From an optimization exercise on the open Yosys and OpenROAD flow, aimed at small area, a short achievable clock period and few clock cycles; shortcuts taken in it are not production practice. In this exercise RTL edits were held to simulation tests only and were not proved equivalent to the original. No activity file was given, so power comes from the tool's default toggle rates.

### design/flow/config.mk
export PLATFORM = sky130hd
export DESIGN_NAME = fnn_imgclsfctn
export DESIGN_NICKNAME = fnn_imgclsfctn
export VERILOG_FILES = /design/flow/design.v
export SDC_FILE = /design/flow/constraint.sdc
export NUM_CORES = 4
export LEC_CHECK = 0
export CAP_MARGIN = 20
export CORE_MARGIN = 2
export CORE_UTILIZATION = 60
export CTS_CLUSTER_DIAMETER = 100
export CTS_CLUSTER_SIZE = 20
export SLEW_MARGIN = 20
### design/flow/constraint.sdc
create_clock -name core_clock -period 24.0 [get_ports {clk}]
set_input_delay 4.8000 -clock core_clock [delete_from_list [all_inputs] [get_ports {clk}]]
set_output_delay 4.8000 -clock core_clock [all_outputs]
set_load 0.01 [all_outputs]
### design/flow/flow/run.sh
#!/bin/bash
# The standard layout, with each port buffered by a buf_2 instead of the
# resizer's default choice (clkdlybuf4s50_1, larger and slower).
set -o pipefail
bash standard.sh "BUFFER_PORTS_ARGS=-buffer_cell sky130_fd_sc_hd__buf_2" finish > standard.log 2>&1
### design/flow/design.v
module hidden_layer (
    input              clk,
    input              clr,
    input              add,
    input      [159:0] w,          
    input      [3:0]   sel,
    output     [15:0]  h_out
);
    reg [159:0] nacc;              
    wire [159:0] acc = ~nacc;
    reg [49:0]  cy;                
    integer j, n;
    reg [15:0] a, b;
    reg [4:0]  c, co;
    reg [15:0] s;
    reg        t;
    always @(posedge clk) begin
        for (j = 0; j < 10; j = j + 1) begin
            a = clr ? 16'd0 : acc[16*j +: 16];
            b = add ? w[16*j +: 16] : 16'd0;
            c = clr ? 5'd0 : cy[5*j +: 5];
            t = 1'b0;
            for (n = 0; n < 16; n = n + 1) begin
                if (n % 3 == 0 && n > 0) begin
                    co[n/3 - 1] = t;
                    t = c[n/3 - 1];
                end
                s[n] = a[n] ^ b[n] ^ t;
                t = (a[n] & b[n]) | (a[n] & t) | (b[n] & t);
            end
            nacc[16*j +: 16] <= ~s;
            cy[5*j +: 5] <= co;
        end
    end
    integer m;
    reg [15:0] hs;
    reg [4:0]  cs;
    always @(*) begin
        hs = 16'd0;
        cs = 5'd0;
        for (m = 0; m < 10; m = m + 1)
            if (sel == m) begin
                hs = hs | acc[16*m +: 16];
                cs = cs | cy[5*m +: 5];
            end
    end
    assign h_out = hs + {cs[4], 2'd0, cs[3], 2'd0, cs[2], 2'd0, cs[1], 2'd0, cs[0], 3'd0};
endmodule
module output_layer (
    input              clk,
    input              reset,
    input              c_in,         
    input              last_in,      
    input      [3:0]   k_in,         
    input      [159:0] w,
    input      [15:0]  hidden_in,    
    output reg [15:0]  node_val,     
    output reg [3:0]   node_k,
    output reg         node_en
);
    reg        c2, last2;
    reg [3:0]  k2;
    reg [15:0] fld;
    reg [7:0]  d_one, d_two, d_neg;    
    integer k;
    reg [15:0] sel;
    always @(*) begin
        sel = 16'd0;
        for (k = 0; k < 10; k = k + 1)
            if (k_in == k) sel = sel | w[16*k +: 16];
    end
    integer e;
    reg [15:0] mplr;
    reg        b2, b1, b0;
    reg [7:0]  e_one, e_two, e_neg;
    always @(*) begin
        mplr = c_in ? 16'd1 : hidden_in;
        for (e = 0; e < 8; e = e + 1) begin
            b2 = mplr[2*e+1];
            b1 = mplr[2*e];
            b0 = (e == 0) ? 1'b0 : mplr[2*e-1];
            e_one[e] = b1 ^ b0;
            e_two[e] = (b2 & ~b1 & ~b0) | (~b2 & b1 & b0);
            e_neg[e] = b2 & ~(b1 & b0);
        end
    end
    integer d;
    reg [15:0] prod_pp, prod_neg, mag;
    always @(*) begin
        prod_pp = 16'd0;
        prod_neg = 16'd0;
        for (d = 0; d < 8; d = d + 1) begin
            mag = ({16{d_one[d]}} & fld) | ({16{d_two[d]}} & {fld[14:0], 1'b0});
            prod_pp = prod_pp + ((mag ^ {16{d_neg[d]}}) << (2*d));
            prod_neg[2*d] = d_neg[d];
        end
    end
    always @(posedge clk or posedge reset) begin
        if (reset) begin
            c2 <= 1'b0;
            last2 <= 1'b0;
            node_en <= 1'b0;
        end else begin
            c2 <= c_in;
            last2 <= last_in;
            node_en <= last2;
        end
    end
    always @(posedge clk) begin
        fld <= sel;
        d_one <= e_one;
        d_two <= e_two;
        d_neg <= e_neg;
        k2 <= k_in;
        node_val <= (c2 ? 16'd0 : node_val) + prod_pp + prod_neg;
        node_k <= k2;
    end
endmodule
module hardmax (
    input              clk,
    input              reset,
    input              en,           
    input      [15:0]  val,
    input      [3:0]   k,
    output reg [3:0]   max_index,    
    output reg         max_done      
);
    reg [15:0] max_value;
    always @(posedge clk) begin
        if (en && (k == 4'd0 || val > max_value)) begin
            max_value <= val;
            max_index <= k;
        end
    end
    always @(posedge clk or posedge reset) begin
        if (reset)
            max_done <= 1'b0;
        else
            max_done <= en && (k == 4'd9);
    end
endmodule
module fnn_imgclsfctn (
    input          clk,
    input          reset,
    input  [27:0]  input_image,
    output         nxt_inp,
    output [3:0]   outp,
    output         outp_valid,
    output [9:0]   w_addr,
    input  [159:0] w_data
);
    localparam S_INIT = 2'd3;   
    localparam S_B   = 2'd0;    
    localparam S_PIX = 2'd1;    
    localparam S_OUT = 2'd2;    
    reg [1:0]  state;
    reg [3:0]  kcnt;            
    reg [3:0]  icnt;            
    reg [27:0] cur;
    reg [9:0]  base;            
    reg [4:0]  rows;            
    reg        take;
    reg [9:0]  addr_r;
    reg        t0_bias, t0_pix, t0_c, t0_last;
    reg [3:0]  k0, i0;
    assign nxt_inp = take;
    assign w_addr  = addr_r;
    reg [4:0] col;
    integer b;
    always @(*) begin
        col = 5'd0;
        for (b = 27; b >= 0; b = b - 1)
            if (cur[b]) col = b[4:0];
    end
    wire        have = (cur != 28'd0);
    wire        pop  = (state == S_PIX) && have;
    wire [27:0] rem  = pop ? (cur & (cur - 28'd1)) : cur;
    wire        pix_done = (state == S_PIX) && (rem == 28'd0) && (rows == 5'd28);
    reg [1:0]  state_n;
    reg [4:0]  rows_n;
    reg [27:0] cur_n;
    always @(*) begin
        state_n = state;
        case (state)
            S_INIT:  state_n = S_B;
            S_B:     state_n = S_PIX;
            S_PIX:   if (pix_done) state_n = S_OUT;
            S_OUT:   if (icnt == 4'd10 && kcnt == 4'd9) state_n = S_B;
        endcase
        rows_n = pix_done ? 5'd0 : take ? rows + 5'd1 : rows;
        cur_n = take ? input_image : rem;
    end
    wire rem_le1 = ((rem & (rem - 28'd1)) == 28'd0);
    wire take_n = !take && (rows_n != 5'd28) &&
                  ((state == S_INIT) || (rem == 28'd0) || (rem_le1 && state_n == S_PIX));
    always @(posedge clk or posedge reset) begin
        if (reset) begin
            state <= S_INIT;
            kcnt <= 4'd0;
            icnt <= 4'd0;
            rows <= 5'd0;
            take <= 1'b0;
            t0_bias <= 1'b0;
            t0_pix <= 1'b0;
            t0_c <= 1'b0;
            t0_last <= 1'b0;
        end else begin
            state <= state_n;
            rows <= rows_n;
            take <= take_n;
            t0_bias <= (state == S_B);
            t0_pix <= pop;
            t0_c <= (state == S_OUT) && (icnt == 4'd0);
            t0_last <= (state == S_OUT) && (icnt == 4'd10);
            if (state == S_OUT) begin
                if (icnt == 4'd10) begin
                    icnt <= 4'd0;
                    kcnt <= (kcnt == 4'd9) ? 4'd0 : kcnt + 4'd1;
                end else
                    icnt <= icnt + 4'd1;
            end
        end
    end
    always @(posedge clk) begin
        cur <= cur_n;
        if (take)
            base <= (rows == 5'd0) ? 10'd0 : base + 10'd28;
        case (state)
            S_PIX:   addr_r <= base + {5'd0, col};
            S_OUT:   addr_r <= (icnt == 4'd0) ? 10'd795 : 10'd784 + {6'd0, icnt};
            default: addr_r <= 10'd784;
        endcase
        k0 <= kcnt;
        i0 <= icnt - 4'd1;
    end
    reg       t1_bias, t1_pix, t1_c, t1_last;
    reg [3:0] k1, i1;
    always @(posedge clk or posedge reset) begin
        if (reset) begin
            t1_bias <= 1'b0;
            t1_pix <= 1'b0;
            t1_c <= 1'b0;
            t1_last <= 1'b0;
        end else begin
            t1_bias <= t0_bias;
            t1_pix <= t0_pix;
            t1_c <= t0_c;
            t1_last <= t0_last;
        end
    end
    always @(posedge clk) begin
        k1 <= k0;
        i1 <= i0;
    end
    wire [15:0]  h_val;
    wire [15:0]  node_val;
    wire [3:0]   node_k;
    wire         node_en;
    hidden_layer u_hidden (
        .clk(clk),
        .clr(t1_bias),
        .add(t1_bias | t1_pix),
        .w(w_data),
        .sel(i1),
        .h_out(h_val)
    );
    output_layer u_output (
        .clk(clk),
        .reset(reset),
        .c_in(t1_c),
        .last_in(t1_last),
        .k_in(k1),
        .w(w_data),
        .hidden_in(h_val),
        .node_val(node_val),
        .node_k(node_k),
        .node_en(node_en)
    );
    hardmax u_hardmax (
        .clk(clk),
        .reset(reset),
        .en(node_en),
        .val(node_val),
        .k(node_k),
        .max_index(outp),
        .max_done(outp_valid)
    );
endmodule
### design/flow/standard.sh
#!/bin/bash
# synth_recipe.tcl (not shown) runs the flow's synth.tcl, then flattens the netlist and writes it again
# the make line also repeats each setting of config.mk as NAME=value (left out here)
make -C /OpenROAD-flow-scripts/flow DESIGN_CONFIG=/design/flow/config.mk WORK_HOME=/design/flow/orfs CLKGATE_MAP_FILE= SYNTH_SCRIPT=/design/flow/synth_recipe.tcl "${@:-finish}"
==> results.toml, run 1 <==
[place]
port_buffers = 205
dp_hpwl_um = 50300
dp_slack_ps = 17520
dp.cells = 3041
place_congestion = 0.963
place_area_um2 = 24600

[cts]
insertion_delay_ps = 570
numClockSinks = 384
cts_root_buf = "clkbuf_16"
cts_resized = 0
cts_buffers = 23
cts_hold_buf = 0
ctsLongestPathBuffers = 3
ctsHtreeMaxLevel = 1
clkTransAtPathRegs_ps = 80
cts_tree = "yes"
post-cts-setup-buffers = 0

[floorplan]
ios = 206
core-area_um2 = 38500
die_area_um2 = 40400
die_h_um = 201
num_rows = 72
start_util = 0.605
die_w_um = 201

[timing]
worst_slack_ps = 18050
fin_skew_ps = 18.3
fmax_mhz = 168
rsz0062_at_grt = "false"
period_needed_ps = 5950
hold_violations = 0
finalSetupTns_ps = 0
maxSlewHeadroom = 0.245
fin_crit_sh = 0.248
tightest_slew_ps = 1130
setup_viol = 0
slew_violations = 0

[drt]
remaining_drc_errors = 0
routed_wl_um = 65100
vias = 18100
routed_via_density = 5.88
first_iter_violations = 1839
antenna_left = 0
first_pass_iters = 6
avgRoutedWirePerCell_um = 21.2

[setup_path]
path_cells = "buf_2"
critPathTopFamily = "flip-flops"
cp_slowest_cell = "dfrtp_2"
critPathMaxStageDelay_ps = 430
start_kind = "flip-flop"
r2r_slack_ps = 18490
required_ps = 19200
r2r_end = "u_output.node_val[15]$_DFF_P_"
reg2reg_depth = 21
cp_num_buf_inv = 1
cp.arrival_ps = 1150
cp_max_fo = 2
crit-reg2reg-launch = "u_output.fld[0]$_DFF_P_"
end_kind = "output port"
crit_type = "reg -> out"

[pwr]
internal_power_mw = 1.47
switching_share = 0.384
p_leak_nw = 11.3
power_frac_comb = 0.378
clockPowerShare = 0.167
p_per_area_nw_per_um2 = 94.1
power_switching_mw = 0.914
p_seq_frac = 0.454
vdd_drop_max_mv = 0.0949

[job]
cap_violations = 0

[hold_path]
hold_path.class = "reg -> reg"
holdPathEnd = "u_output.node_k[0]$_DFF_P_"
hold_path_depth = 0
holdCritStartpoint = "u_output.k2[0]$_DFF_P_"

[global_routing]
grt_pass1_wl_um = 101000
grt_pass1_vias = 17700
grt_overflow = 0
antenna_found_initial = 7
grt_max_degree = 98
track_usage = 0.326

[synth]
synth-seq-area-share = 0.348
synth_top_area_share = 0.282
synth_area_leaders = "dfxtp_1 28%, fa_1 17%, ha_1 5.0%"
async_flop_share = 0.0729
synth_edf_count = 28
synth_ff_type = "dfxtp_1"
synth_area_leader_cell = "dfxtp_1"
syn_nets = 2911
syn_avg_cell_area_um2 = 9.57
yosysWarnings = 4
synth_cell_types = 85
syn_inst = 2433
synth_seq_cells = 384
synth_area_um2 = 23300

[final_layout]
design_area_um2 = 25300
area_growth_pct = 8.59
final_cells = 3077
layout_common_cells = "328 x dfxtp_1, 280 x inv_1, 205 x buf_2"
final_common_cell = "dfxtp_1"
nets = 3026
final_util = 0.657
drive_above_1_share = 0.133
fillers = 3211

[status]
status = "complete, no violations"
-- per-layer routing --
layer  vias up  part of all wire  track usage
li1       8380                 -            -
met1      8847              0.45        0.491
met2       783              0.42        0.467
met3        88              0.11       0.0878
met4         6             0.024       0.0751
met5         -           0.00063            0
-- through the flow --
| step | hold WS, ps | power (mW) |
|---|---|---|
| 2_1_floorplan | 310 | 1.69 |
| 3_3_place_gp | 310 | 1.93 |
| 3_5_place_dp | 314 | 1.98 |
| 4_1_cts | 334 | 2.39 |
| 5_1_grt | 340 | 2.58 |
| 6_report | 330 | 2.38 |
-- layout make-up --
class / instances / area [um^2] / area share
clock inverter: 3 / 30.0 / 0.00119
multi-input combinational: 1628 / 13600 / 0.539
sequential: 384 / 8120 / 0.321
tap: 518 / 648 / 0.0256
inverter: 284 / 1070 / 0.0422
antenna: 3 / 7.51 / 0.000297
timing repair buffer: 227 / 1190 / 0.0471
clock buffer: 30 / 602 / 0.0238
-- cell families (layout without fill, tap and decap cells) --
group	after synthesis	in the layout	share of synthesized area
xor+xnor	137	137	0.0515
buf+inv	421	544	0.0686
fa+ha+maj	292	292	0.219
simple gates	717	717	0.160
mux	15	15	0.00994
flops	384	384	0.348
compound gates	467	467	0.143
other cells	0	3	0
-- sequential cells by signal, summed over array words and instances, names as in the netlist, 10 cells and up --
register             cells
u_hidden.nacc          160
u_hidden.cy             50
cur                     28
u_hardmax.max_value     16
u_output.fld            16
u_output.node_val       16
addr_r                  10
-- synthesized netlist by cell type (44+ instances only) --
cell	n
dfxtp_1	328
inv_1	280
fa_1	195
nor2_1	194
nand2_1	133
a22oi_1	129
clkbuf_1	125
and2_1	112
ha_1	93
xnor2_1	85
o21ai_0	65
nor2b_1	64
o22ai_1	60
xor2_1	52
nor3_1	46
a21oi_1	44
or2_2	44
-- power by group through the flow --
stage | Clock, mW | Sequential [mW] | Combinational [mW]
after detailed placement | 0 | 1.08 | 0.898
after floorplan | 0 | 0.986 | 0.701
after CTS | 0.408 | 1.07 | 0.909
after global placement | 0 | 1.08 | 0.851
final | 0.398 | 1.08 | 0.901
after global routing | 0.430 | 1.10 | 1.05
-- how the worst max path moves through the flow --
stage	from	to	cells after the start
after global placement	w_data[35]	u_hidden.nacc[37]$_DFF_P_	8
after global routing	w_data[35]	u_hidden.nacc[37]$_DFF_P_	8
after detailed placement	w_data[35]	u_hidden.nacc[37]$_DFF_P_	8
after floorplan	w_data[99]	u_hidden.nacc[101]$_DFF_P_	7
after CTS	take$_DFF_PP0_	nxt_inp	1
final	take$_DFF_PP0_	nxt_inp	1
Testbench counts, summed over its fixed seeds: cycles 13,736.
==> run 2: changes to the inputs <==
--- a/design/flow/design.v
+++ b/design/flow/design.v
@@ -55,11 +55,9 @@
     input      [159:0] w,
     input      [15:0]  hidden_in,    
     output reg [15:0]  node_val,     
-    output reg [3:0]   node_k,
     output reg         node_en
 );
     reg        c2, last2;
-    reg [3:0]  k2;
     reg [15:0] fld;
     reg [7:0]  d_one, d_two, d_neg;    
     integer k;
@@ -111,9 +109,7 @@
         d_one <= e_one;
         d_two <= e_two;
         d_neg <= e_neg;
-        k2 <= k_in;
         node_val <= (c2 ? 16'd0 : node_val) + prod_pp + prod_neg;
-        node_k <= k2;
     end
 endmodule
 module hardmax (
@@ -121,11 +117,11 @@
     input              reset,
     input              en,           
     input      [15:0]  val,
-    input      [3:0]   k,
     output reg [3:0]   max_index,    
     output reg         max_done      
 );
     reg [15:0] max_value;
+    reg [3:0]  k;                    
     always @(posedge clk) begin
         if (en && (k == 4'd0 || val > max_value)) begin
             max_value <= val;
@@ -133,10 +129,14 @@
         end
     end
     always @(posedge clk or posedge reset) begin
-        if (reset)
+        if (reset) begin
+            k <= 4'd0;
             max_done <= 1'b0;
-        else
+        end else begin
+            if (en)
+                k <= (k == 4'd9) ? 4'd0 : k + 4'd1;
             max_done <= en && (k == 4'd9);
+        end
     end
 endmodule
 module fnn_imgclsfctn (
@@ -162,7 +162,6 @@
     reg        take;
     reg [9:0]  addr_r;
     reg        t0_bias, t0_pix, t0_c, t0_last;
-    reg [3:0]  k0, i0;
     assign nxt_inp = take;
     assign w_addr  = addr_r;
     reg [4:0] col;
@@ -230,11 +229,10 @@
             S_OUT:   addr_r <= (icnt == 4'd0) ? 10'd795 : 10'd784 + {6'd0, icnt};
             default: addr_r <= 10'd784;
         endcase
-        k0 <= kcnt;
-        i0 <= icnt - 4'd1;
     end
     reg       t1_bias, t1_pix, t1_c, t1_last;
-    reg [3:0] k1, i1;
+    reg [3:0] k1;               
+    reg [3:0] i1;               
     always @(posedge clk or posedge reset) begin
         if (reset) begin
             t1_bias <= 1'b0;
@@ -249,12 +247,14 @@
         end
     end
     always @(posedge clk) begin
-        k1 <= k0;
-        i1 <= i0;
+        if (t1_bias)
+            k1 <= 4'd0;
+        else if (t1_last)
+            k1 <= k1 + 4'd1;
+        i1 <= t1_c ? 4'd0 : i1 + 4'd1;
     end
     wire [15:0]  h_val;
     wire [15:0]  node_val;
-    wire [3:0]   node_k;
     wire         node_en;
     hidden_layer u_hidden (
         .clk(clk),
@@ -273,7 +273,6 @@
         .w(w_data),
         .hidden_in(h_val),
         .node_val(node_val),
-        .node_k(node_k),
         .node_en(node_en)
     );
     hardmax u_hardmax (
@@ -281,7 +280,6 @@
         .reset(reset),
         .en(node_en),
         .val(node_val),
-        .k(node_k),
         .max_index(outp),
         .max_done(outp_valid)
     );
==> run 2 against run 1 <==
Critical path depth grew 1. Fmax down 7.6%. Via count increased by 6.3%. First-iteration DRC count grew 7.1%. Non-clock buffer count decreased by 1. Die area up 1.9%. Synthesized area grew 2.0%. Critical endpoint unchanged. Highest routed layer unchanged.
==> results.toml, run 2 <==
[final_layout]
layout_common_cells = "310 x dfxtp_1, 292 x inv_1, 205 x nor2_1, 205 x buf_2, 195 x fa_1"
largestRegisters = "u_hidden.nacc (160), u_hidden.cy (50), cur (28)"
final_util = 0.661
top_register = "u_hidden.nacc"
nets = 3147
final_cells = 3195
area_growth_pct = 8.03
final_common_cell = "dfxtp_1"
design_area_um2 = 25700
largest_reg_flops = 160
drive_above_1_share = 0.128

[global_routing]
track_usage = 0.358
grt_overflow = 0
grt_pass1_vias = 19200
grt_max_degree = 99
antenna_found_initial = 6
grt_pass1_wl_um = 112000

[timing]
tightest_slew_ps = 1210
period_needed_ps = 6440
fin_crit_sh = 0.268
slew_violations = 0
fin_skew_ps = 17.6
maxSlewHeadroom = 0.193
hold_violations = 0
fmax_mhz = 155
setup_viol = 0
finalSetupTns_ps = 0
rsz0062_at_grt = "false"

[cts]
cts_hold_buf = 0
cts_buffers = 22
cts_root_buf = "clkbuf_16"
ctsLongestPathBuffers = 3
ctsHtreeMaxLevel = 1
cts_resized = 0
post-cts-setup-buffers = 0
cts_tree = "yes"
insertion_delay_ps = 570
clkTransAtPathRegs_ps = 80
numClockSinks = 372

[synth]
synth_area_um2 = 23700
syn_inst = 2564
synth_area_leader_cell = "dfxtp_1"
yosysWarnings = 4
syn_nets = 3046
synth_top_area_share = 0.263
synth_area_leaders = "dfxtp_1 26%, fa_1 16%, ha_1 5.1%"
ys_top_cells_by_count = "312 x dfxtp_1, 292 x inv_1, 206 x nor2_1"
synth_edf_count = 28
synth_seq_cells = 372
synth_cell_types = 85
async_flop_share = 0.0860
synth-seq-area-share = 0.332
synth_ff_type = "dfxtp_1"
syn_avg_cell_area_um2 = 9.26
synth_most_common_cell = "dfxtp_1"

[floorplan]
start_util = 0.612
ios = 206
die_w_um = 203
die_area_um2 = 41200
die_h_um = 203
num_rows = 72
core-area_um2 = 38800

[place]
port_buffers = 205
dp.cells = 3159
place_area_um2 = 25000
place_congestion = 0.935
dp_hpwl_um = 54400

[drt]
vias = 19300
antenna_left = 0
routed_wl_um = 72600
first_iter_violations = 1969
first_pass_iters = 6
routed_via_density = 6.03
remaining_drc_errors = 0
avgRoutedWirePerCell_um = 22.7

[hold_path]
hold_path.class = "reg -> reg"

[setup_path]
required_ps = 19200
cp_max_fo = 72
cp.arrival_ps = 1640
end_kind = "output port"
start_kind = "flip-flop"
critPathTopFamily = "buffers and inverters"
cp_num_buf_inv = 2
path_cells = "buf_4 > buf_2"
critPathMaxStageDelay_ps = 480
crit_type = "reg -> out"
cp_slowest_cell = "buf_4"

[status]
status = "complete, no violations"

[pwr]
vdd_drop_max_mv = 0.0667
p_per_area_nw_per_um2 = 101
p_leak_nw = 11.5

[job]
cap_violations = 0
run 2: power by group:
| part | leakage (nW) | switching [mW] | internal, mW |
|---|---|---|---|
| Clock | 0.295 | 0.217 | 0.175 |
| Combinational | 7.97 | 0.630 | 0.481 |
| Sequential | 3.28 | 0.198 | 0.892 |
| Total | 11.5 | 1.04 | 1.55 |
run 2: path summary, 6_finish.rpt:
check / depth (start not counted) / from / slack [ps] / endpoint
hold / removal: 0 / t0_c$_DFF_PP0_ / 350 / t1_c$_DFF_PP0_
setup reg to reg: 21 / u_output.fld[0]$_DFF_P_ / 18320 / u_output.node_val[15]$_DFF_P_
setup / recovery: 2 / take$_DFF_PP0_ / 17560 / nxt_inp
hold reg to reg: 0 / t0_c$_DFF_PP0_ / 350 / t1_c$_DFF_PP0_
min in group asynchronous: 3 / reset / 4310 / u_hardmax.k[0]$_DFFE_PP0P_
max in group asynchronous: 3 / reset / 19350 / state[1]$_DFF_PP1_
run 2: cell type report:
class | instances | area [um^2]
Sequential cell | 372 | 7900
Timing Repair Buffer | 226 | 1180
Inverter | 294 | 1100
Clock buffer | 29 | 598
Multi-Input combinational cell | 1749 | 14200
Fill cell | 3307 | 13200
Antenna cell | 5 | 12.5
Clock inverter | 2 | 12.5
Tap cell | 518 | 648
run 2: logic make-up after synthesis:
family	Yosys count	share of synthesized area
multiplexers	33	0.0141
adder cells (fa/ha/maj)	294	0.216
XOR/XNOR	138	0.0509
buffers and inverters	443	0.0707
flip-flops	372	0.332
AO/OA/AOI/OAI	497	0.143
AND/OR/NAND/NOR	787	0.173
run 2: per-stage QoR:
stage / power, mW / hold slack, ps / setup slack [ps]
3_5_place_dp: 2.19 / 336 / 17470
2_1_floorplan: 1.85 / 331 / 17740
5_1_grt: 2.82 / 367 / 17430
6_report: 2.59 / 350 / 17560
4_1_cts: 2.59 / 357 / 17510
3_3_place_gp: 2.14 / 335 / 17510
run 2: per-layer routing:
layer  GRT usage  vias up  share of wire
met3      0.0841      172           0.11
met2       0.538      976           0.43
met1       0.509     9359           0.42
met5           0        -        0.00044
met4       0.123        4          0.039
li1            -     8741              -
Testbench counts of run 2, summed over its fixed seeds: cycles 13,736.
==> run 3: changes to the inputs <==
--- a/design/flow/design.v
+++ b/design/flow/design.v
@@ -7,29 +7,27 @@
     output     [15:0]  h_out
 );
     reg [159:0] nacc;              
-    wire [159:0] acc = ~nacc;
-    reg [49:0]  cy;                
+    reg [49:0]  ncy;               
     integer j, n;
-    reg [15:0] a, b;
-    reg [4:0]  c, co;
-    reg [15:0] s;
-    reg        t;
+    reg [15:0] na, nb, ns;         
+    reg [4:0]  nci, nco;           
+    reg        nt;                 
     always @(posedge clk) begin
         for (j = 0; j < 10; j = j + 1) begin
-            a = clr ? 16'd0 : acc[16*j +: 16];
-            b = add ? w[16*j +: 16] : 16'd0;
-            c = clr ? 5'd0 : cy[5*j +: 5];
-            t = 1'b0;
+            na = nacc[16*j +: 16] | {16{clr}};
+            nb = ~(w[16*j +: 16] & {16{add}});
+            nci = ncy[5*j +: 5] | {5{clr}};
+            nt = 1'b1;
             for (n = 0; n < 16; n = n + 1) begin
                 if (n % 3 == 0 && n > 0) begin
-                    co[n/3 - 1] = t;
-                    t = c[n/3 - 1];
+                    nco[n/3 - 1] = nt;
+                    nt = nci[n/3 - 1];
                 end
-                s[n] = a[n] ^ b[n] ^ t;
-                t = (a[n] & b[n]) | (a[n] & t) | (b[n] & t);
+                ns[n] = na[n] ^ nb[n] ^ nt;
+                nt = (na[n] & nb[n]) | (na[n] & nt) | (nb[n] & nt);
             end
-            nacc[16*j +: 16] <= ~s;
-            cy[5*j +: 5] <= co;
+            nacc[16*j +: 16] <= ns;
+            ncy[5*j +: 5] <= nco;
         end
     end
     integer m;
@@ -40,8 +38,8 @@
         cs = 5'd0;
         for (m = 0; m < 10; m = m + 1)
             if (sel == m) begin
-                hs = hs | acc[16*m +: 16];
-                cs = cs | cy[5*m +: 5];
+                hs = hs | ~nacc[16*m +: 16];
+                cs = cs | ~ncy[5*m +: 5];
             end
     end
     assign h_out = hs + {cs[4], 2'd0, cs[3], 2'd0, cs[2], 2'd0, cs[1], 2'd0, cs[0], 3'd0};
@@ -55,9 +53,11 @@
     input      [159:0] w,
     input      [15:0]  hidden_in,    
     output reg [15:0]  node_val,     
+    output reg [3:0]   node_k,
     output reg         node_en
 );
     reg        c2, last2;
+    reg [3:0]  k2;
     reg [15:0] fld;
     reg [7:0]  d_one, d_two, d_neg;    
     integer k;
@@ -109,7 +109,9 @@
         d_one <= e_one;
         d_two <= e_two;
         d_neg <= e_neg;
+        k2 <= k_in;
         node_val <= (c2 ? 16'd0 : node_val) + prod_pp + prod_neg;
+        node_k <= k2;
     end
 endmodule
 module hardmax (
@@ -117,11 +119,11 @@
     input              reset,
     input              en,           
     input      [15:0]  val,
+    input      [3:0]   k,
     output reg [3:0]   max_index,    
     output reg         max_done      
 );
     reg [15:0] max_value;
-    reg [3:0]  k;                    
     always @(posedge clk) begin
         if (en && (k == 4'd0 || val > max_value)) begin
             max_value <= val;
@@ -129,14 +131,10 @@
         end
     end
     always @(posedge clk or posedge reset) begin
-        if (reset) begin
-            k <= 4'd0;
+        if (reset)
             max_done <= 1'b0;
-        end else begin
-            if (en)
-                k <= (k == 4'd9) ? 4'd0 : k + 4'd1;
+        else
             max_done <= en && (k == 4'd9);
-        end
     end
 endmodule
 module fnn_imgclsfctn (
@@ -162,6 +160,7 @@
     reg        take;
     reg [9:0]  addr_r;
     reg        t0_bias, t0_pix, t0_c, t0_last;
+    reg [3:0]  k0, i0;
     assign nxt_inp = take;
     assign w_addr  = addr_r;
     reg [4:0] col;
@@ -229,10 +228,11 @@
             S_OUT:   addr_r <= (icnt == 4'd0) ? 10'd795 : 10'd784 + {6'd0, icnt};
             default: addr_r <= 10'd784;
         endcase
+        k0 <= kcnt;
+        i0 <= icnt - 4'd1;
     end
     reg       t1_bias, t1_pix, t1_c, t1_last;
-    reg [3:0] k1;               
-    reg [3:0] i1;               
+    reg [3:0] k1, i1;
     always @(posedge clk or posedge reset) begin
         if (reset) begin
             t1_bias <= 1'b0;
@@ -247,14 +247,12 @@
         end
     end
     always @(posedge clk) begin
-        if (t1_bias)
-            k1 <= 4'd0;
-        else if (t1_last)
-            k1 <= k1 + 4'd1;
-        i1 <= t1_c ? 4'd0 : i1 + 4'd1;
+        k1 <= k0;
+        i1 <= i0;
     end
     wire [15:0]  h_val;
     wire [15:0]  node_val;
+    wire [3:0]   node_k;
     wire         node_en;
     hidden_layer u_hidden (
         .clk(clk),
@@ -273,6 +271,7 @@
         .w(w_data),
         .hidden_in(h_val),
         .node_val(node_val),
+        .node_k(node_k),
         .node_en(node_en)
     );
     hardmax u_hardmax (
@@ -280,6 +279,7 @@
         .reset(reset),
         .en(node_en),
         .val(node_val),
+        .k(node_k),
         .max_index(outp),
         .max_done(outp_valid)
     );
==> run 3 against run 2 <==
Synthesized area down 5.3%. Sequential cell count up 12. Core utilization up 0.20 points. Largest cell class unchanged. Highest routed layer is now met4.
==> results.toml, run 3 <==
[status]
status = "complete, no violations"

[floorplan]
start_util = 0.611
core-area_um2 = 36800
die_h_um = 198
die_area_um2 = 39000
ios = 206
num_rows = 70
die_w_um = 198

[timing]
maxSlewHeadroom = 0.279
fin_hold_ws_ps = 327
period_needed_ps = 5990
rsz0062_at_grt = "false"
hold_violations = 0
slew_violations = 0
worst_slack_ps = 18010
tightest_slew_ps = 1080
fin_crit_sh = 0.250
fin_skew_ps = 19.0
fmax_mhz = 167
finalSetupTns_ps = 0
setup_viol = 0

[synth]
syn_inst = 2285
synth_area_um2 = 22500
syn_avg_cell_area_um2 = 9.84
synth_ff_type = "dfxtp_1"
synth_most_common_cell = "dfxtp_1"
syn_nets = 2763
yosysWarnings = 4
synth-seq-area-share = 0.361
synth_cell_types = 85
async_flop_share = 0.0729
synth_top_area_share = 0.292
ys_top_cells_by_count = "328 x dfxtp_1, 243 x nand2_1, 195 x fa_1"
synth_seq_cells = 384
synth_area_leaders = "dfxtp_1 29%, fa_1 17%, ha_1 5.2%"
synth_area_leader_cell = "dfxtp_1"
synth_edf_count = 28

[global_routing]
grt_pass1_wl_um = 94500
grt_overflow = 0
use_met3 = 0.0393
grt_pass1_vias = 17500
antenna_found_initial = 2
track_usage = 0.309
met1_usage = 0.417
busiest_layer = "met2"
grt_max_degree = 128
use_met2 = 0.518

[setup_path]
cp.arrival_ps = 6440
required_ps = 24440
end_kind = "flip-flop"
cp_max_fo = 2
start_kind = "input pin"
r2r_slack_ps = 18560
crit_type = "in -> reg"

[final_layout]
drive_above_1_share = 0.196
top_register = "u_hidden.nacc"
final_common_cell = "dfxtp_1"
layout_common_cells = "328 x dfxtp_1, 243 x nand2_1, 205 x buf_2"
nets = 2872
final_cells = 2872
design_area_um2 = 24400
largest_reg_flops = 160
fillers = 3049
multi_input_area_um2 = 13400
largestRegisters = "u_hidden.nacc (160), u_hidden.ncy (50), cur (28)"
seq_area_um2 = 8120
area_growth_pct = 8.43

[drt]
routed_via_density = 6.02
routed_wl_um = 58700
remaining_drc_errors = 0
first_pass_iters = 6
first_iter_violations = 1162
vias = 17300
avgRoutedWirePerCell_um = 20.4
antenna_left = 0

[cts]
ctsLongestPathBuffers = 3
clkTransAtPathRegs_ps = 80
cts_tree = "yes"
cts_hold_buf = 0
cts_buffers = 23
cts_root_buf = "clkbuf_16"
numClockSinks = 384
post-cts-setup-buffers = 0
cts_resized = 0
ctsHtreeMaxLevel = 1
insertion_delay_ps = 570

[pwr]
p_per_area_nw_per_um2 = 97.1
vdd_drop_max_mv = 0.0804
p_leak_nw = 10.8

[place]
place_congestion = 0.928
dp_hpwl_um = 44600
port_buffers = 205
dp.cells = 2837
place_area_um2 = 23700
dp_slack_ps = 17420

[hold_path]
hold_path.class = "reg -> reg"

[job]
cap_violations = 0
## run 3: cell count changes after synthesis, moves of 11 or more
cell / before / now
nor3_1: 29 / 49
nand2_1: 166 / 243
inv_1: 292 / 123
a221o_1: 11 / 0
a22oi_1: 89 / 113
nor2b_1: 79 / 27
a21oi_1: 65 / 49
o21ai_0: 105 / 68
or2_2: 49 / 185
nor2_1: 206 / 92
mux2i_1: 29 / 3
dfxtp_1: 312 / 328
and2_1: 116 / 12
o22ai_1: 51 / 100
## run 3: power breakdown
| group | leakage, nW | total (mW) | internal (mW) | switching (mW) |
|---|---|---|---|---|
| logic | 7.11 | 0.912 | 0.437 | 0.475 |
| clock network | 0.305 | 0.397 | 0.178 | 0.219 |
| registers | 3.34 | 1.06 | 0.892 | 0.165 |
| total | 10.8 | 2.37 | 1.51 | 0.859 |
## run 3: worst paths after layout
check	to	start	cells after the start
setup / recovery	u_hidden.nacc[69]$_DFF_P_	w_data[67]	5
hold / removal	k1[1]$_DFF_P_	k0[1]$_DFF_P_	0
setup reg to reg	u_output.node_val[15]$_DFF_P_	u_output.fld[1]$_DFF_P_	21
hold reg to reg	k1[1]$_DFF_P_	k0[1]$_DFF_P_	0
max in group asynchronous	t1_bias$_DFF_PP0_	reset	2
min in group asynchronous	t1_last$_DFF_PP0_	reset	2
## run 3: area by class of cell
cell class	count	area share
multi-input combinational	1637	0.550
sequential	384	0.333
timing repair buffer	224	0.0479
clock buffer	31	0.0248
tap	468	0.0240
inverter	124	0.0191
clock inverter	2	0.00103
antenna	2	0.000205
## run 3: critical path, stage by stage
cell     delay (ps)
buf_2           110
nand2_1          80
fa_1            490
fa_1            470
fa_1            480
## run 3: cell families (layout without fill, tap and decap cells)
logic type,after synthesis,count (layout),share of synthesized area
AO/OA/AOI/OAI,470,470,0.142
XOR/XNOR,134,134,0.0522
adder cells (fa/ha/maj),293,293,0.228
buffers and inverters,264,381,0.0453
flip-flops,384,384,0.361
multiplexers,6,6,0.00334
other,0,2,0
AND/OR/NAND/NOR,734,734,0.168
## run 3: metal layers
metal  vias to the layer above  wire [um]
met2                       649      28300
met1                      8481      24700
met4                         0       2020
met5                         -          0
met3                       109       3690
li1                       8050          -
## run 3: per-stage QoR
stage           util  power [mW]
2_1_floorplan      -        1.71
3_3_place_gp   0.645        1.92
3_5_place_dp   0.645        1.97
4_1_cts        0.663        2.38
5_1_grt        0.663        2.56
6_report       0.663        2.37
Testbench counts of run 3, summed over its fixed seeds: cycles 13,736.
==> run 4: changes to the inputs <==
--- a/design/flow/config.mk
+++ b/design/flow/config.mk
@@ -7,7 +7,7 @@
 export LEC_CHECK = 0
 export CAP_MARGIN = 20
 export CORE_MARGIN = 2
-export CORE_UTILIZATION = 60
+export CORE_UTILIZATION = 70
 export CTS_CLUSTER_DIAMETER = 100
 export CTS_CLUSTER_SIZE = 20
 export SLEW_MARGIN = 20
==> run 4 against run 3 <==
Clock skew up 4.4 ps. Highest routed layer is now met5. Global-route usage up 4.5 points. Clock power down 2%.
==> results.toml, run 4 <==
[status]
status = "complete, no violations"

[final_layout]
drive_above_1_share = 0.195
largest_reg_flops = 160
final_util = 0.770
layout_common_cells = "328 x dfxtp_1, 243 x nand2_1, 205 x buf_2"
top_register = "u_hidden.nacc"
final_common_cell = "dfxtp_1"
area_growth_pct = 8.00
largestRegisters = "u_hidden.nacc (160), u_hidden.ncy (50), cur (28)"
nets = 2872

[synth]
async_flop_share = 0.0729
yosysWarnings = 4
synth-seq-area-share = 0.361
synth_seq_cells = 384
syn_inst = 2285
synth_top_area_share = 0.292
ys_top_cells_by_count = "328 x dfxtp_1, 243 x nand2_1, 195 x fa_1"
synth_edf_count = 28
synth_cell_types = 85
syn_nets = 2763
syn_avg_cell_area_um2 = 9.84
synth_ff_type = "dfxtp_1"
synth_most_common_cell = "dfxtp_1"
synth_area_leaders = "dfxtp_1 29%, fa_1 17%, ha_1 5.2%"
synth_area_leader_cell = "dfxtp_1"
synth_area_um2 = 22500

[cts]
ctsLongestPathBuffers = 3
numClockSinks = 384
cts_resized = 0
cts_hold_buf = 0
post-cts-setup-buffers = 0
ctsHtreeMaxLevel = 1
insertion_delay_ps = 550
cts_tree = "yes"
cts_buffers = 23
cts_root_buf = "clkbuf_16"
clkTransAtPathRegs_ps = 80

[timing]
finalSetupTns_ps = 0
slew_violations = 0
tightest_slew_ps = 1040
setup_viol = 0
worst_slack_ps = 17980
fin_crit_sh = 0.251
hold_violations = 0
rsz0062_at_grt = "false"
fmax_mhz = 166
maxSlewHeadroom = 0.305
fin_skew_ps = 23.4
period_needed_ps = 6020

[hold_path]
hold_path_depth = 0
hold_path.class = "reg -> reg"
holdCritStartpoint = "k0[1]$_DFF_P_"
holdPathEnd = "k1[1]$_DFF_P_"

[floorplan]
num_rows = 65
die_w_um = 183
core-area_um2 = 31600
ios = 206
die_area_um2 = 33600
start_util = 0.713
die_h_um = 183

[place]
place_congestion = 0.912
port_buffers = 205
dp_hpwl_um = 43600
dp_slack_ps = 17460

[drt]
remaining_drc_errors = 0
first_pass_iters = 8
vias = 17700
dr_wl_met3_um = 4560
top_layer_used = "met5"
met1_length_um = 23100
routed_wl_um = 58300
wl_met2_um = 28000
antenna_left = 0
first_iter_violations = 1779
avgRoutedWirePerCell_um = 20.8
routed_via_density = 6.31

[global_routing]
grt_max_degree = 109
grt_pass1_wl_um = 93800
track_usage = 0.354
grt_pass1_vias = 18200
antenna_found_initial = 2
grt_overflow = 0

[setup_path]
r2r_end = "u_output.node_val[15]$_DFF_P_"
r2r_slack_ps = 18440
cp_slowest_cell = "fa_1"
critPathTopFamily = "adder cells"
required_ps = 24420
crit-reg2reg-launch = "u_output.fld[1]$_DFF_P_"
crit_type = "in -> reg"
start_kind = "input pin"
reg2reg_depth = 21
end_kind = "flip-flop"
path_cells = "buf_2 > nand2_1 > fa_1 > fa_1 > fa_1"
cpMostUsedCell = "fa_1"
critPathMaxStageDelay_ps = 500
cp_num_buf_inv = 1
cp.arrival_ps = 6440
cp_max_fo = 2

[job]
cap_violations = 0

[pwr]
vdd_drop_max_mv = 0.0992
p_leak_nw = 10.7
p_per_area_nw_per_um2 = 97.7
==> run 4: cell types whose count changed in the layout (fill, tap and decap cells not counted) <==
cell,change
clkbuf_1,-1
inv_2,-1
inv_6,-1
inv_1,+1
diode_2,-1
==> run 4: worst register-to-register path, cell delays in order, from the launching register on <==
cell and delay [ps]:
dfxtp_1 750, a22oi_1 230, xnor2_1 190, fa_1 540, inv_1 50, fa_1 470
inv_1 50, fa_1 430, ha_1 280, ha_1 280, ha_1 220, fa_1 460
a21o_1 170, a21oi_1 220, o21bai_1 90, a21oi_1 230, nor2b_1 90, o21a_1 190
o21ai_0 140, nand2b_1 80, a21oi_1 170, xnor2_1 150
==> run 4: layer usage <==
| metal | up-vias | GRT usage |
|---|---|---|
| met5 | - | 0 |
| met4 | 2 | 0.143 |
| met3 | 167 | 0.0520 |
| met2 | 843 | 0.598 |
| met1 | 8605 | 0.463 |
| li1 | 8056 | - |
==> run 4: kinds of logic (layout without fill, tap and decap cells) <==
group / count (synthesis) / after routing / share of synthesized area
compound gates: 470 / 470 / 0.142
simple gates: 734 / 734 / 0.168
buf+inv: 264 / 379 / 0.0453
mux: 6 / 6 / 0.00334
xor+xnor: 134 / 134 / 0.0522
flops: 384 / 384 / 0.361
other cells: 0 / 1 / 0
fa+ha+maj: 293 / 293 / 0.228
==> run 4: worst max path at each step <==
stage | end | slack [ps] | startpoint | cells past startpoint
detailed placement | u_hidden.nacc[21]$_DFF_P_ | 17460 | w_data[19] | 5
global route | u_hidden.nacc[8]$_DFF_P_ | 17940 | w_data[6] | 5
CTS | u_hidden.nacc[8]$_DFF_P_ | 18000 | w_data[6] | 5
global placement | u_hidden.nacc[24]$_DFF_P_ | 17490 | w_data[22] | 5
floorplan | u_hidden.nacc[107]$_DFF_P_ | 17680 | w_data[105] | 4
finish | u_hidden.nacc[8]$_DFF_P_ | 17980 | w_data[6] | 5
==> run 4: cell type report <==
cell class / instances / area [um^2]
well taps: 402 / 503
flip-flops and latches: 384 / 8120
clock inverters: 1 / 16.3
repair buffers: 224 / 1170
diodes: 1 / 2.50
inverters: 124 / 465
fillers: 2224 / 7270
clock buffers: 30 / 602
multi-input cells: 1637 / 13400
==> run 4: power breakdown <==
| part | switching [mW] | internal, mW | total [mW] |
|---|---|---|---|
| sequential | 0.166 | 0.892 | 1.06 |
| combinational | 0.483 | 0.441 | 0.924 |
| clock | 0.213 | 0.177 | 0.390 |
| total | 0.862 | 1.51 | 2.37 |
==> run 4: per-stage QoR <==
step	cell area, um^2	hold slack, ps	power, mW	cells
5_1_grt	24300	336	2.55	2803
3_3_place_gp	23700	310	1.91	2771
2_1_floorplan	22500	310	1.71	2285
4_1_cts	24300	333	2.37	2802
6_report	24300	330	2.37	2803
3_5_place_dp	23700	312	1.97	2771
==> run 5: changes to the inputs <==
--- a/design/flow/design.v
+++ b/design/flow/design.v
@@ -157,11 +157,13 @@
     reg [27:0] cur;
     reg [9:0]  base;            
     reg [4:0]  rows;            
-    reg        take;
+    reg        take_o;          
+    reg        ntake;           
+    wire       take = !ntake;
     reg [9:0]  addr_r;
     reg        t0_bias, t0_pix, t0_c, t0_last;
     reg [3:0]  k0, i0;
-    assign nxt_inp = take;
+    assign nxt_inp = take_o;
     assign w_addr  = addr_r;
     reg [4:0] col;
     integer b;
@@ -197,7 +199,8 @@
             kcnt <= 4'd0;
             icnt <= 4'd0;
             rows <= 5'd0;
-            take <= 1'b0;
+            take_o <= 1'b0;
+            ntake <= 1'b1;
             t0_bias <= 1'b0;
             t0_pix <= 1'b0;
             t0_c <= 1'b0;
@@ -205,7 +208,8 @@
         end else begin
             state <= state_n;
             rows <= rows_n;
-            take <= take_n;
+            take_o <= take_n;
+            ntake <= !take_n;
             t0_bias <= (state == S_B);
             t0_pix <= pop;
             t0_c <= (state == S_OUT) && (icnt == 4'd0);
--- a/design/flow/config.mk
+++ b/design/flow/config.mk
@@ -7,7 +7,7 @@
 export LEC_CHECK = 0
 export CAP_MARGIN = 20
 export CORE_MARGIN = 2
-export CORE_UTILIZATION = 70
+export CORE_UTILIZATION = 60
 export CTS_CLUSTER_DIAMETER = 100
 export CTS_CLUSTER_SIZE = 20
 export SLEW_MARGIN = 20
==> run 5 against run 4 <==
Final area rose by 1.6%. Sequential cell count rose by 1. Die area rose by 17%. Via count fell by 1.3%. Fmax rose by 0.70%. Critical path depth did not move. Critical path type unchanged. Largest power group unchanged.
==> results.toml, run 5 <==
[timing]
rsz0062_at_grt = "false"
tightest_slew_ps = 1220
slew_violations = 0
finalSetupTns_ps = 0
fin_crit_sh = 0.249
maxSlewHeadroom = 0.183
fmax_mhz = 167
worst_slack_ps = 18020
setup_viol = 0
period_needed_ps = 5980
fin_skew_ps = 22.9
hold_violations = 0

[floorplan]
num_rows = 71
core-area_um2 = 37400
die_area_um2 = 39200
die_w_um = 198
die_h_um = 198
ios = 206
start_util = 0.604

[synth]
synth_area_leaders = "dfxtp_1 29%, fa_1 17%, ha_1 5.1%"
synth_seq_cells = 385
synth_area_um2 = 22600
synth_area_leader_cell = "dfxtp_1"
synth_most_common_cell = "dfxtp_1"
syn_inst = 2260
synth_cell_types = 81
synth_ff_type = "dfxtp_1"
synth-seq-area-share = 0.360
syn_nets = 2738
yosysWarnings = 4
synth_edf_count = 28
ys_top_cells_by_count = "328 x dfxtp_1, 214 x nand2_1, 195 x fa_1"
async_flop_share = 0.0753
synth_top_area_share = 0.290
syn_avg_cell_area_um2 = 10.0

[final_layout]
layout_common_cells = "328 x dfxtp_1, 214 x nand2_1, 205 x buf_2"
top_register = "u_hidden.nacc"
largest_reg_flops = 160
area_growth_pct = 9.14
largestRegisters = "u_hidden.nacc (160), u_hidden.ncy (50), cur (28)"
final_util = 0.660
fillers = 3125
nets = 2866
final_common_cell = "dfxtp_1"
drive_above_1_share = 0.206

[place]
place_congestion = 0.898
dp_hpwl_um = 48000
dp_slack_ps = 17440
port_buffers = 205

[setup_path]
crit-reg2reg-launch = "u_output.fld[0]$_DFF_P_"
end_kind = "flip-flop"
cpMostUsedCell = "fa_1"
critPathMaxStageDelay_ps = 490
endpoint = "u_hidden.nacc[14]$_DFF_P_"
cp.arrival_ps = 6430
r2r_slack_ps = 18460
required_ps = 24450
path_cells = "buf_2 > nand2_1 > fa_1 > fa_1 > fa_1"
cp_slowest_cell = "fa_1"
start_kind = "input pin"
crit_type = "in -> reg"
worstSetupStartpoint = "w_data[12]"
critPathTopFamily = "adder cells"
cp_max_fo = 2
cp_num_buf_inv = 1
cp_num_cells = 5
reg2reg_depth = 21
r2r_end = "u_output.node_val[15]$_DFF_P_"

[drt]
antenna_left = 0
remaining_drc_errors = 0
first_iter_violations = 1398
routed_wl_um = 64200
routed_via_density = 5.97
first_pass_iters = 5
vias = 17400
avgRoutedWirePerCell_um = 22.0

[cts]
cts_buffers = 23
cts_resized = 0
ctsLongestPathBuffers = 3
cts_tree = "yes"
ctsHtreeMaxLevel = 1
clkTransAtPathRegs_ps = 90
post-cts-setup-buffers = 0
cts_hold_buf = 0
numClockSinks = 385
insertion_delay_ps = 580
cts_root_buf = "clkbuf_16"

[global_routing]
antenna_found_initial = 13
track_usage = 0.334
grt_pass1_wl_um = 99800
grt_overflow = 0
grt_pass1_vias = 17300
grt_max_degree = 96

[hold_path]
hold_path.class = "reg -> reg"

[pwr]
p_per_area_nw_per_um2 = 103
vdd_drop_max_mv = 0.0835
finalPower_mw = 2.53
p_leak_nw = 10.8

[status]
status = "complete, no violations"

[job]
cap_violations = 0
==> run 5: worst reg2reg max path, cell delays in order, from the launching register on <==
cell      delay, ps
dfxtp_1         790
a22oi_1         180
xnor2_1         180
fa_1            530
inv_1            50
fa_1            480
inv_1            50
fa_1            470
ha_1            300
ha_1            280
ha_1            220
fa_1            460
a21o_1          170
a21oi_1         220
o21bai_1         90
a21oi_1         220
nor2b_1          80
o21a_1          180
o21ai_0         140
nand2b_1         70
a21oi_1         190
xnor2_1         140
==> run 5: cell type report <==
class                           count  area [um^2]  share of cell area
Inverter                          133          499              0.0202
Antenna cell                       12         30.0             0.00122
Multi-Input combinational cell   1618        13500               0.549
Tap cell                          511          639              0.0259
Timing Repair Buffer              227         1190              0.0483
Clock inverter                      3         26.3             0.00107
Clock buffer                       31          606              0.0245
Sequential cell                   385         8140               0.330
==> run 5: per-stage QoR <==
step	instances	hold slack [ps]	area (um^2)
2_1_floorplan	2260	310	22600
3_3_place_gp	2874	310	24000
3_5_place_dp	2874	312	24000
4_1_cts	2908	332	24600
5_1_grt	2918	336	24700
6_report	2920	330	24700
==> run 5: where the power goes <==
part | total (mW) | internal (mW) | switching, mW
Sequential | 1.08 | 0.902 | 0.176
Combinational | 1.05 | 0.495 | 0.555
Clock | 0.401 | 0.178 | 0.223
==> run 5: worst min path at each step <==
| stage | start | endpoint | slack [ps] | depth (start not counted) |
|---|---|---|---|---|
| floorplan | i0[0]$_DFF_P_ | i1[0]$_DFF_P_ | 310 | 0 |
| global route | k0[0]$_DFF_P_ | k1[0]$_DFF_P_ | 340 | 0 |
| finish | u_output.k2[0]$_DFF_P_ | u_output.node_k[0]$_DFF_P_ | 330 | 0 |
| CTS | u_output.k2[0]$_DFF_P_ | u_output.node_k[0]$_DFF_P_ | 330 | 0 |
| global placement | k0[0]$_DFF_P_ | k1[0]$_DFF_P_ | 310 | 0 |
| detailed placement | u_output.k2[0]$_DFF_P_ | u_output.node_k[0]$_DFF_P_ | 310 | 0 |
==> run 5: per-layer routing <==
metal | GRT usage | up-vias | share of wire
li1 | - | 8007 | -
met1 | 0.468 | 8561 | 0.43
met2 | 0.526 | 749 | 0.46
met3 | 0.0552 | 124 | 0.081
met4 | 0.120 | 2 | 0.033
met5 | 0 | - | 0.00026
==> run 5: kinds of logic after synthesis <==
| group | share of synthesized area |
|---|---|
| AND/OR/NAND/NOR | 0.164 |
| AO/OA/AOI/OAI | 0.135 |
| flip-flops | 0.360 |
| buffers and inverters | 0.0436 |
| multiplexers | 0.0178 |
| XOR/XNOR | 0.0523 |
| adder cells (fa/ha/maj) | 0.227 |
Testbench counts of run 5, summed over its fixed seeds: cycles 13,736.
==> run 6: changes to the inputs <==
==> design/flow/flow/run.sh (replaced) <==
#!/bin/bash
# The standard layout, with each port buffered by a buf_2 instead of the
# resizer's default choice (clkdlybuf4s50_1, larger and slower), and the
# resizer's timing repair asked for 18.15 ns of setup slack, so that it
# works on the few paths that set the achieved period (those over 5.85 ns).
set -o pipefail
bash standard.sh "BUFFER_PORTS_ARGS=-buffer_cell sky130_fd_sc_hd__buf_2" "SETUP_SLACK_MARGIN=18.15" finish > standard.log 2>&1
==> run 6 against run 5 <==
Still clean. Clock skew is 2.8 ps lower. Count of clock-buffer cells in the layout stayed put. Sequential share of layout area is 0.84 points lower. Largest power group is now combinational logic. Highest routed layer unchanged.
==> results.toml, run 6 <==
[status]
status = "complete, no violations"

[hold_path]
hold_path.class = "reg -> reg"

[drt]
routed_wl_um = 65100
vias = 17500
first_pass_iters = 6
antenna_left = 0
remaining_drc_errors = 0
routed_via_density = 5.99
avgRoutedWirePerCell_um = 22.3
first_iter_violations = 1528

[place]
place_area_um2 = 24600
port_buffers = 205
dp_hpwl_um = 48400
place_congestion = 0.960
dp_slack_ps = 17710

[synth]
synth-seq-area-share = 0.360
synth_area_leader_cell = "dfxtp_1"
synth_top_area_share = 0.290
syn_nets = 2738
synth-xor-area-share = 0.0523
yosys.area_share.simple = 0.164
syn_avg_cell_area_um2 = 10.0
synth_area_um2 = 22600
synth_compound_area_frac = 0.135
synth_area_leaders = "dfxtp_1 29%, fa_1 17%, ha_1 5.1%"
yosysWarnings = 4
syn_inst = 2260
synth_seq_cells = 385
synth_mux_area_frac = 0.0178
ys_top_cells_by_count = "328 x dfxtp_1, 214 x nand2_1, 195 x fa_1"
synth_most_common_cell = "dfxtp_1"
async_flop_share = 0.0753
synth_fa_ha_area_frac = 0.227
synth_ff_type = "dfxtp_1"
synth_top_family_by_area = "adder cells"
synth_edf_count = 28
synth_cell_types = 81

[final_layout]
drive_above_1_share = 0.280
final_common_cell = "dfxtp_1"
largestRegisters = "u_hidden.nacc (160), u_hidden.ncy (50), cur (28)"
nets = 2868
layout_common_cells = "320 x dfxtp_1, 201 x buf_2, 185 x or2_2"
top_register = "u_hidden.nacc"
area_growth_pct = 12.1
design_area_um2 = 25300
final_util = 0.678
largest_reg_flops = 160

[timing]
worst_slack_ps = 18090
period_needed_ps = 5910
setup_viol = 0
fin_crit_sh = 0.246
rsz0062_at_grt = "true"
finalSetupTns_ps = 0
tightest_slew_ps = 1020
fin_hold_ws_ps = 330
maxSlewHeadroom = 0.317
slew_violations = 0
fin_skew_ps = 20.0
fmax_mhz = 169
hold_violations = 0

[floorplan]
die_h_um = 198
num_rows = 71
start_util = 0.604
die_w_um = 198
core-area_um2 = 37400
die_area_um2 = 39200
ios = 206

[pwr]
vdd_drop_max_mv = 0.0675
p_per_area_nw_per_um2 = 104
p_leak_nw = 10.8

[job]
cap_violations = 0

[setup_path]
cp_slowest_cell = "dfrtp_1"
cp.arrival_ps = 1110
path_cells = "buf_2"
end_kind = "output port"
critPathMaxStageDelay_ps = 400
start_kind = "flip-flop"
cp_max_fo = 1
cp_num_buf_inv = 1
required_ps = 19200
crit_type = "reg -> out"
critPathTopFamily = "flip-flops"

[cts]
cts_buffers = 23
post-cts-setup-buffers = 0
clkTransAtPathRegs_ps = 90
cts_root_buf = "clkbuf_16"
numClockSinks = 385
ctsLongestPathBuffers = 3
ctsHtreeMaxLevel = 1
cts_tree = "yes"
insertion_delay_ps = 570

[global_routing]
antenna_found_initial = 8
grt_overflow = 0
track_usage = 0.340
grt_pass1_wl_um = 101000
grt_pass1_vias = 17700
grt_max_degree = 115
==> run 6: final cells by class <==
type	instances	area, um^2
Inverter	133	499
Clock inverter	2	36.3
Fill cell	3001	12100
Sequential cell	385	8150
Clock buffer	31	616
Multi-Input combinational cell	1618	14200
Timing Repair Buffer	229	1230
Antenna cell	6	15.0
Tap cell	511	639
==> run 6: through the flow <==
step	instances	power, mW
finish	2915	2.63
global route	2914	2.83
CTS	2909	2.62
detailed placement	2876	2.20
global placement	2876	2.14
floorplan	2260	1.86
==> run 6: cell families after synthesis <==
family	count (synthesis)
DFF	385
AOI/OAI and AO/OA	442
buffers and inverters	257
xor gates and xnor gates	135
adders and majority gates	295
and+or+nand+nor	714
muxes	32
==> run 6: what timing repair did <==
item	CTS	global route
gates resized for setup	0	12
endpoints found under the setup margin	6	14
hold buffers	0	0
==> run 6: layer usage <==
| metal | part of all wire | track usage |
|---|---|---|
| met1 | 0.44 | 0.484 |
| met3 | 0.097 | 0.0858 |
| met2 | 0.43 | 0.509 |
| met5 | 0.00017 | 0 |
| met4 | 0.034 | 0.109 |
==> run 6: final timing paths <==
kind | slack (ps) | start | end | cells past startpoint
setup / recovery | 18090 | take_o$_DFF_PP0_ | nxt_inp | 1
hold / removal | 330 | k0[0]$_DFF_P_ | k1[0]$_DFF_P_ | 0
setup reg to reg | 18420 | u_output.fld[3]$_DFF_P_ | u_output.node_val[15]$_DFF_P_ | 21
hold reg to reg | 330 | k0[0]$_DFF_P_ | k1[0]$_DFF_P_ | 0
max in group asynchronous | 19390 | reset | ntake$_DFF_PP1_ | 3
min in group asynchronous | 4290 | reset | t1_pix$_DFF_PP0_ | 3
==> run 6: report_power, final <==
group	internal [mW]	total (mW)	switching, mW
clock network	0.182	0.406	0.224
logic	0.535	1.14	0.603
registers	0.903	1.08	0.180
total	1.62	2.63	1.01
==> run 7: changes to the inputs <==
--- a/design/flow/design.v
+++ b/design/flow/design.v
@@ -157,13 +157,11 @@
     reg [27:0] cur;
     reg [9:0]  base;            
     reg [4:0]  rows;            
-    reg        take_o;          
-    reg        ntake;           
-    wire       take = !ntake;
+    reg        take;
     reg [9:0]  addr_r;
     reg        t0_bias, t0_pix, t0_c, t0_last;
     reg [3:0]  k0, i0;
-    assign nxt_inp = take_o;
+    assign nxt_inp = take;
     assign w_addr  = addr_r;
     reg [4:0] col;
     integer b;
@@ -199,8 +197,7 @@
             kcnt <= 4'd0;
             icnt <= 4'd0;
             rows <= 5'd0;
-            take_o <= 1'b0;
-            ntake <= 1'b1;
+            take <= 1'b0;
             t0_bias <= 1'b0;
             t0_pix <= 1'b0;
             t0_c <= 1'b0;
@@ -208,8 +205,7 @@
         end else begin
             state <= state_n;
             rows <= rows_n;
-            take_o <= take_n;
-            ntake <= !take_n;
+            take <= take_n;
             t0_bias <= (state == S_B);
             t0_pix <= pop;
             t0_c <= (state == S_OUT) && (icnt == 4'd0);
==> design/flow/flow/run.sh (replaced) <==
#!/bin/bash
# The standard layout, with each port buffered by a buf_1 instead of the
# resizer's default choice (clkdlybuf4s50_1, larger and slower).
set -o pipefail
bash standard.sh "BUFFER_PORTS_ARGS=-buffer_cell sky130_fd_sc_hd__buf_1" finish > standard.log 2>&1
==> run 7 against run 6 <==
Still clean. Critical path type is now in -> reg. Sequential power about the same. Fmax down 2.1%. Synthesized area decreased by 0.54%. Setup slack got worse by 120 ps. Count of clock-buffer cells in the layout grew 1. Final area fell by 4.8%.
==> results.toml, run 7 <==
[timing]
fin_skew_ps = 18.7
tightest_slew_ps = 1080
worst_slack_ps = 17960
fin_hold_ws_ps = 333
finalSetupTns_ps = 0
slew_violations = 0
rsz0062_at_grt = "false"
hold_violations = 0
setup_viol = 0
period_needed_ps = 6040
maxSlewHeadroom = 0.279
fin_crit_sh = 0.252
fmax_mhz = 166

[synth]
syn_nets = 2763
synth_seq_cells = 384
synth_top_area_share = 0.292
synth_most_common_cell = "dfxtp_1"
synth_edf_count = 28
synth_ff_type = "dfxtp_1"
synth-seq-area-share = 0.361
synth_cell_types = 85
yosysWarnings = 4
synth_area_um2 = 22500
syn_avg_cell_area_um2 = 9.84
synth_area_leaders = "dfxtp_1 29%, fa_1 17%, ha_1 5.2%"
syn_inst = 2285
synth_area_leader_cell = "dfxtp_1"
ys_top_cells_by_count = "328 x dfxtp_1, 243 x nand2_1, 195 x fa_1"
async_flop_share = 0.0729

[cts]
cts_resized = 0
cts_tree = "yes"
clkTransAtPathRegs_ps = 90
ctsLongestPathBuffers = 3
cts_root_buf = "clkbuf_16"
ctsHtreeMaxLevel = 1
post-cts-setup-buffers = 0
cts_buffers = 23
insertion_delay_ps = 560
numClockSinks = 384
cts_hold_buf = 0

[drt]
routed_via_density = 5.99
avgRoutedWirePerCell_um = 20.4
first_iter_violations = 1232
vias = 17200
antenna_left = 0
first_pass_iters = 5
routed_wl_um = 58700
remaining_drc_errors = 0

[global_routing]
track_usage = 0.308
grt_max_degree = 128
grt_pass1_vias = 17600
grt_pass1_wl_um = 93700
grt_overflow = 0
antenna_found_initial = 1

[floorplan]
die_h_um = 198
core-area_um2 = 36800
num_rows = 70
start_util = 0.611
ios = 206
die_w_um = 198
die_area_um2 = 39000

[place]
port_buffers = 205
dp_slack_ps = 17380
place_congestion = 0.910
place_area_um2 = 23500
dp.cells = 2839
dp_hpwl_um = 44200

[final_layout]
top_register = "u_hidden.nacc"
antenna_cells = 0
largestRegisters = "u_hidden.nacc (160), u_hidden.ncy (50), cur (28)"
fillers = 3155
final_cells = 2872
layout_common_cells = "328 x dfxtp_1, 243 x nand2_1, 205 x buf_1"
area_growth_pct = 7.36
nets = 2874
multi_input_area_um2 = 13400
largest_reg_flops = 160
final_common_cell = "dfxtp_1"
seq_area_um2 = 8120
drive_above_1_share = 0.111
design_area_um2 = 24100

[setup_path]
cp_slowest_cell = "fa_1"
required_ps = 24430
r2r_slack_ps = 18450
cp_max_fo = 2
end_kind = "flip-flop"
critPathMaxStageDelay_ps = 490
path_cells = "buf_1 > nand2_1 > fa_1 > fa_1 > fa_1"
start_kind = "input pin"
cp.arrival_ps = 6470
r2r_end = "u_output.node_val[15]$_DFF_P_"
cpMostUsedCell = "fa_1"
crit-reg2reg-launch = "u_output.fld[1]$_DFF_P_"
endpoint = "u_hidden.nacc[24]$_DFF_P_"
crit_type = "in -> reg"
reg2reg_depth = 21
worstSetupStartpoint = "w_data[22]"

[pwr]
internal_power_mw = 1.50
p_leak_nw = 10.2
p_seq_frac = 0.446
switching_share = 0.363
p_per_area_nw_per_um2 = 97.9
vdd_drop_max_mv = 0.0780
power_switching_mw = 0.859
clockPowerShare = 0.170
power_frac_comb = 0.383

[status]
status = "complete, no violations"

[job]
cap_violations = 0

[hold_path]
hold_path.class = "reg -> reg"
## run 7: worst min-delay path by stage
stage	start	endpoint	slack (ps)	cells after the start
global placement	k0[1]$_DFF_P_	k1[1]$_DFF_P_	310	0
CTS	k0[1]$_DFF_P_	k1[1]$_DFF_P_	330	0
finish	u_output.k2[1]$_DFF_P_	u_output.node_k[1]$_DFF_P_	330	0
floorplan	i0[0]$_DFF_P_	i1[0]$_DFF_P_	310	0
global route	u_output.k2[1]$_DFF_P_	u_output.node_k[1]$_DFF_P_	340	0
detailed placement	k0[1]$_DFF_P_	k1[1]$_DFF_P_	310	0
## run 7: layout make-up
type	instances	share of cell area
clock buffers	32	0.0257
inverters	124	0.0193
well taps	468	0.0243
clock inverters	1	0.000674
flip-flops and latches	384	0.336
multi-input cells	1637	0.556
repair buffers	226	0.0384
## run 7: power by group through the flow
stage | registers [mW] | logic [mW] | clock network, mW
floorplan | 0.989 | 0.724 | 0
global placement | 1.06 | 0.856 | 0
detailed placement | 1.06 | 0.907 | 0
CTS | 1.05 | 0.915 | 0.410
global route | 1.08 | 1.05 | 0.432
finish | 1.05 | 0.906 | 0.402
## run 7: cell families after synthesis
| family | share of synthesized area |
|---|---|
| simple gates | 0.168 |
| xor+xnor | 0.0522 |
| buf+inv | 0.0453 |
| compound gates | 0.142 |
| fa+ha+maj | 0.228 |
| flops | 0.361 |
| mux | 0.00334 |
## run 7: through the flow
stage               power (mW)  utilization
floorplan                 1.71            -
global placement          1.91        0.639
detailed placement        1.96        0.639
CTS                       2.37        0.656
global route              2.56        0.656
finish                    2.36        0.656
## run 7: critical path: cells and delay by family
kind	cells	cell delay, ps
buf+inv	1	160
fa+ha+maj	3	1420
simple gates	1	100
## run 7: routing by layer
metal | vias up | routed length [um] | share of wire | GRT usage
met2 | 607 | 28400 | 0.48 | 0.523
met5 | - | 13 | 0.00022 | 0
met1 | 8420 | 24400 | 0.42 | 0.404
met4 | 2 | 2140 | 0.037 | 0.106
met3 | 107 | 3790 | 0.065 | 0.0470
li1 | 8054 | - | - | -
Testbench counts of run 7, summed over its fixed seeds: cycles 13,736.

## what the ideal ports hide
How much do the figures lean on ideal ports? The routed layouts below were timed once more, with nothing changed but the port constraints. Step 1 sets driving cells, clkbuf_16 on the clock port and buf_2 on the other inputs (assumed; they add their load-dependent delay and slew). Step 2 moves the port delays by t, midway between the first and last clock arrival at a register: inputs arrive t later, outputs are due t later. That takes back most of the time a late clock gives input paths. a / b / c = ideal ports / drivers / drivers and shift; a / b = the first two.
| run | shift t [ns] | slack for setup (ns) | clock arrival spread, ns | slew at the worst register clock pin (ns) | worst data-port slew with drivers (ns) |
|---|---|---|---|---|---|
| run 1 | 0.617 | 18.052 / 17.997 / 17.511 | 0.021 / 0.021 | 0.09 / 0.09 | 0.09 |
| run 2 | 0.620 | 17.561 / 17.504 / 17.463 | 0.020 / 0.020 | 0.09 / 0.09 | 0.10 |
| run 3 | 0.615 | 18.006 / 18.019 / 17.419 | 0.025 / 0.025 | 0.09 / 0.09 | 0.06 |
| run 4 | 0.587 | 17.982 / 18.008 / 17.421 | 0.024 / 0.024 | 0.09 / 0.09 | 0.07 |
| run 5 | 0.617 | 18.024 / 18.036 / 17.437 | 0.028 / 0.028 | 0.09 / 0.09 | 0.12 |
| run 6 | 0.621 | 18.087 / 18.030 / 17.675 | 0.025 / 0.025 | 0.09 / 0.09 | 0.11 |
| run 7 | 0.607 | 17.962 / 17.993 / 17.385 | 0.022 / 0.021 | 0.09 / 0.09 | 0.07 |
After both steps every run listed still meets setup and hold.
